What follows belongs to an exercise in optimizing a design on an open flow for small area; a production flow would make more cautious choices.
Power figures rest on the tool's default switching activity, not on a simulated workload.

== build 1 ==
==> flow/design.v (excerpt) <==
module alu (
    input wire clk,
    input wire reset,
    input wire [3:0] opcode,
    input wire [15:0] operand_a,
    input wire [15:0] operand_b,
    output reg [15:0] result,
    output wire overflow_flag
);
  wire        sub = ~opcode[1] & (opcode[0] ^ opcode[2]);
  wire [15:0] bx = operand_b ^ {16{sub}};
  wire ap0 = operand_a[0] ^ bx[0];
  wire ag0 = operand_a[0] & bx[0];
  wire ap1 = operand_a[1] ^ bx[1];
  wire ag1 = operand_a[1] & bx[1];
  wire ap2 = operand_a[2] ^ bx[2];
  wire ag2 = operand_a[2] & bx[2];
  wire ap3 = operand_a[3] ^ bx[3];
  wire ag3 = operand_a[3] & bx[3];
  wire ap4 = operand_a[4] ^ bx[4];
  wire ag4 = operand_a[4] & bx[4];
  wire ap5 = operand_a[5] ^ bx[5];
  wire ag5 = operand_a[5] & bx[5];
  wire ap6 = operand_a[6] ^ bx[6];
  wire ag6 = operand_a[6] & bx[6];
  wire ap7 = operand_a[7] ^ bx[7];
  wire ag7 = operand_a[7] & bx[7];
  ...
Size: about 560 cells after synthesis, ~16 flip-flops, about 55 I/O pins, roughly 0.0049 sq mm of cells after synthesis.
Settings: LEC_CHECK=0, CAP_MARGIN=10, CORE_MARGIN=2, CORE_UTILIZATION=72, CTS_BUF_LIST=sky130_fd_sc_hd__clkbuf_4, GPL_TIMING_DRIVEN=0, SLEW_MARGIN=10, SYNTH_HIERARCHICAL=1, SYNTH_MINIMUM_KEEP_SIZE=0; clock period 6.5 ns.
standard.sh (not shown) runs the stock make flow with config.mk's settings and CLKGATE_MAP_FILE= SYNTH_SCRIPT=/design/flow/synth_recipe.tcl, a recipe that flattens the netlist after the stock synthesis.
==> flow/flow/run.sh <==
#!/bin/bash
# Layout flow: the standard flow (standard.sh), with two changes:
#  - synthesis is the standard synthesis script, except that the final ABC
#    mapping uses an area-oriented script (flow/abc_area.script) instead of
#    ORFS's delay-oriented one; timing is then repaired by OpenROAD as usual.
#  - port buffers are sky130_fd_sc_hd__buf_1 instead of the default choice.
# Each tool's output goes to a log file in this folder.
set -euo pipefail
W=$(pwd)
ABC=$W/flow/abc_area.script
# synthesis script: ORFS synth.tcl with the abc script swapped
sed "s#^  log_cmd abc {\*}\$abc_args#  lset abc_args 1 $ABC\n  log_cmd abc {*}\$abc_args#" \
  "$FLOW_HOME/scripts/synth.tcl" > "$W/synth_area.tcl"
grep -q "lset abc_args 1" "$W/synth_area.tcl"
sed "s#^source .*synth.tcl\$#source $W/synth_area.tcl#" "$W/synth_recipe.tcl" > "$W/synth_recipe_area.tcl"
grep -q "synth_area.tcl" "$W/synth_recipe_area.tcl"
bash standard.sh SYNTH_SCRIPT="$W/synth_recipe_area.tcl" \
  BUFFER_PORTS_ARGS="-buffer_cell sky130_fd_sc_hd__buf_1" finish > "$W/standard.log" 2>&1
==> flow/flow/abc_area.script <==
&get -n
&st
&dc2
&dch -f
&nf -R 1000
&put
topo
stime -c
Input-level comparison between build 19 and build 1:
Settings: swapping 10 for 20 in SLEW_MARGIN; swapping 10 for 20 in CAP_MARGIN; swapping 0 for 1 in GPL_TIMING_DRIVEN.
--- outcome ---
Build 1 → build 19: number of gates resized after cts decreased by 15 relative to the old numbers, fraction of the cycle the final worst path needs went down by 1.3 points, fraction of area in registers neither gained nor lost much.
The following lists how build 97 was set up differently from build 19:
Settings: swapping 1 for 0 in GPL_TIMING_DRIVEN; putting SETUP_SLACK_MARGIN at 0.1 where nothing was set.
-- flow/flow/run.sh --
<<< build 19, line 5
#    ORFS's delay-oriented one; timing is then repaired by OpenROAD as usual.
#  - port buffers are sky130_fd_sc_hd__buf_1 instead of the default choice.
# Each tool's output goes to a log file in this folder.
set -euo pipefail
>>> build 97, line 5
#    ORFS's delay-oriented one; timing is then repaired by OpenROAD as usual.
#  - port buffers are sky130_fd_sc_hd__buf_1 instead of the default choice.
#  - after timing repair at global route, non-critical cells are downsized
#    again (ORFS's RECOVER_POWER step), which keeps setup slack.
# Each tool's output goes to a log file in this folder.
set -euo pipefail
<<< build 19, line 16
grep -q "synth_area.tcl" "$W/synth_recipe_area.tcl"
bash standard.sh SYNTH_SCRIPT="$W/synth_recipe_area.tcl" \
  BUFFER_PORTS_ARGS="-buffer_cell sky130_fd_sc_hd__buf_1" finish > "$W/standard.log" 2>&1
>>> build 97, line 18
grep -q "synth_area.tcl" "$W/synth_recipe_area.tcl"
bash standard.sh SYNTH_SCRIPT="$W/synth_recipe_area.tcl" \
  BUFFER_PORTS_ARGS="-buffer_cell sky130_fd_sc_hd__buf_1" RECOVER_POWER=100 finish > "$W/standard.log" 2>&1
- Delta(portion of total power attributed to the clock network, build 97 - build 19) < 0
- Higher global-route usage among build 97 and build 19: build 97
- Clock tree cell share of total cell area: build 19 vs build 97, no meaningful difference
- There was hardly any difference in power drawn by the sequential cells between build 97 and build 19.
Inputs modified between build 97 and build 50:
Settings: changing CORE_UTILIZATION from 72 to 76; setting CTS_CLUSTER_DIAMETER to 100 for the first time; setting CTS_CLUSTER_SIZE to 30 for the first time; removing SETUP_SLACK_MARGIN (formerly 0.1).
==> flow/flow/run.sh <==
#!/bin/bash
# Layout flow: the standard flow (standard.sh), with two changes:
#  - synthesis is the standard synthesis script, except that the final ABC
#    mapping uses an area-oriented script (flow/abc_area.script) instead of
#    ORFS's delay-oriented one; timing is then repaired by OpenROAD as usual.
#  - port buffers are sky130_fd_sc_hd__buf_1 instead of the default choice.
# Each tool's output goes to a log file in this folder.
set -euo pipefail
W=$(pwd)
ABC=$W/flow/abc_area.script
# synthesis script: ORFS synth.tcl with the abc script swapped
sed "s#^  log_cmd abc {\*}\$abc_args#  lset abc_args 1 $ABC\n  log_cmd abc {*}\$abc_args#" \
  "$FLOW_HOME/scripts/synth.tcl" > "$W/synth_area.tcl"
grep -q "lset abc_args 1" "$W/synth_area.tcl"
sed "s#^source .*synth.tcl\$#source $W/synth_area.tcl#" "$W/synth_recipe.tcl" > "$W/synth_recipe_area.tcl"
grep -q "synth_area.tcl" "$W/synth_recipe_area.tcl"
bash standard.sh SYNTH_SCRIPT="$W/synth_recipe_area.tcl" \
  BUFFER_PORTS_ARGS="-buffer_cell sky130_fd_sc_hd__buf_1" finish > "$W/standard.log" 2>&1
Results
- What the final checks of build 50 revealed, after a flow that finished every stage, was a layout that fails on negative setup slack.
- Total buffers and inverters traversed by the critical path was lower in build 97 than in build 50.
- Delta (build 50 minus build 97): combinational cell fraction of total power went down 0.2 points, non-clock buffer count in the final layout lower.
Modified inputs, build 36 compared to build 50
Settings: CTS_CLUSTER_SIZE no longer set, was 30; CORE_UTILIZATION now 72, was 76; CTS_CLUSTER_DIAMETER no longer set, was 100.
Findings:
Among build 50 and build 36, a clean, completed layout was produced by build 36 alone. Relative to build 50, the peak fanout along the critical path of build 36 is higher by 7. Build 36 vs build 50, final-report setup violation count went down by 3. Summary of build 36 over build 50: initial cell density of the core went down 4.7 points; cell area neither gained nor lost much; final total power went down 4.6%. Higher met3 track utilization from global routing was reported by build 36, not build 50. On sequential share of layout area, build 50 and build 36 are neck and neck.
No run of this note included a check of the RTL's function; only the layout flow was run.

==> afterwards: timing with drivers on the ports <==
The flow's constraints put no driver on any port. The routed layouts listed below were extracted and timed again, unchanged, in two steps. Step 1 (the two cells are an assumption about what drives the block):
set clk [get_ports {clk}]
set_driving_cell -lib_cell sky130_fd_sc_hd__clkbuf_16 $clk
set_driving_cell -lib_cell sky130_fd_sc_hd__buf_2 [delete_from_list [all_inputs] $clk]
Step 2 moves the port delays by t, midway between the first and last clock arrival at a register: inputs arrive t later, outputs are due t later. That takes back most of the time a late clock gives input paths. a / b / c = ideal ports / drivers / drivers and shift; a / b = the first two.
| run | t (ns) | setup slack, ns | latest minus earliest clock arrival (ns) | cell pins on the clock port's net |
|---|---|---|---|---|
| build 1 | 0.295 | 0.109 / 0.090 / -0.206 | 0.001 / 0.001 | 1 |
| build 19 | 0.305 | 0.194 / 0.195 / -0.110 | 0.003 / 0.004 | 1 |
| build 97 | 0.285 | 0.135 / 0.125 / -0.161 | 0.002 / 0.001 | 1 |
| build 50 | 0.312 | -0.080 / -0.093 / -0.405 | 0.006 / 0.006 | 1 |
| build 36 | 0.288 | 0.147 / 0.117 / -0.171 | 0.001 / 0.001 | 1 |
With both steps, setup timing fails in build 1, build 19, build 97 and build 36, where it was met with ideal ports. For build 50, which loses most, drivers alone change the setup slack by -0.013 ns; drivers and shift together by -0.325 ns.
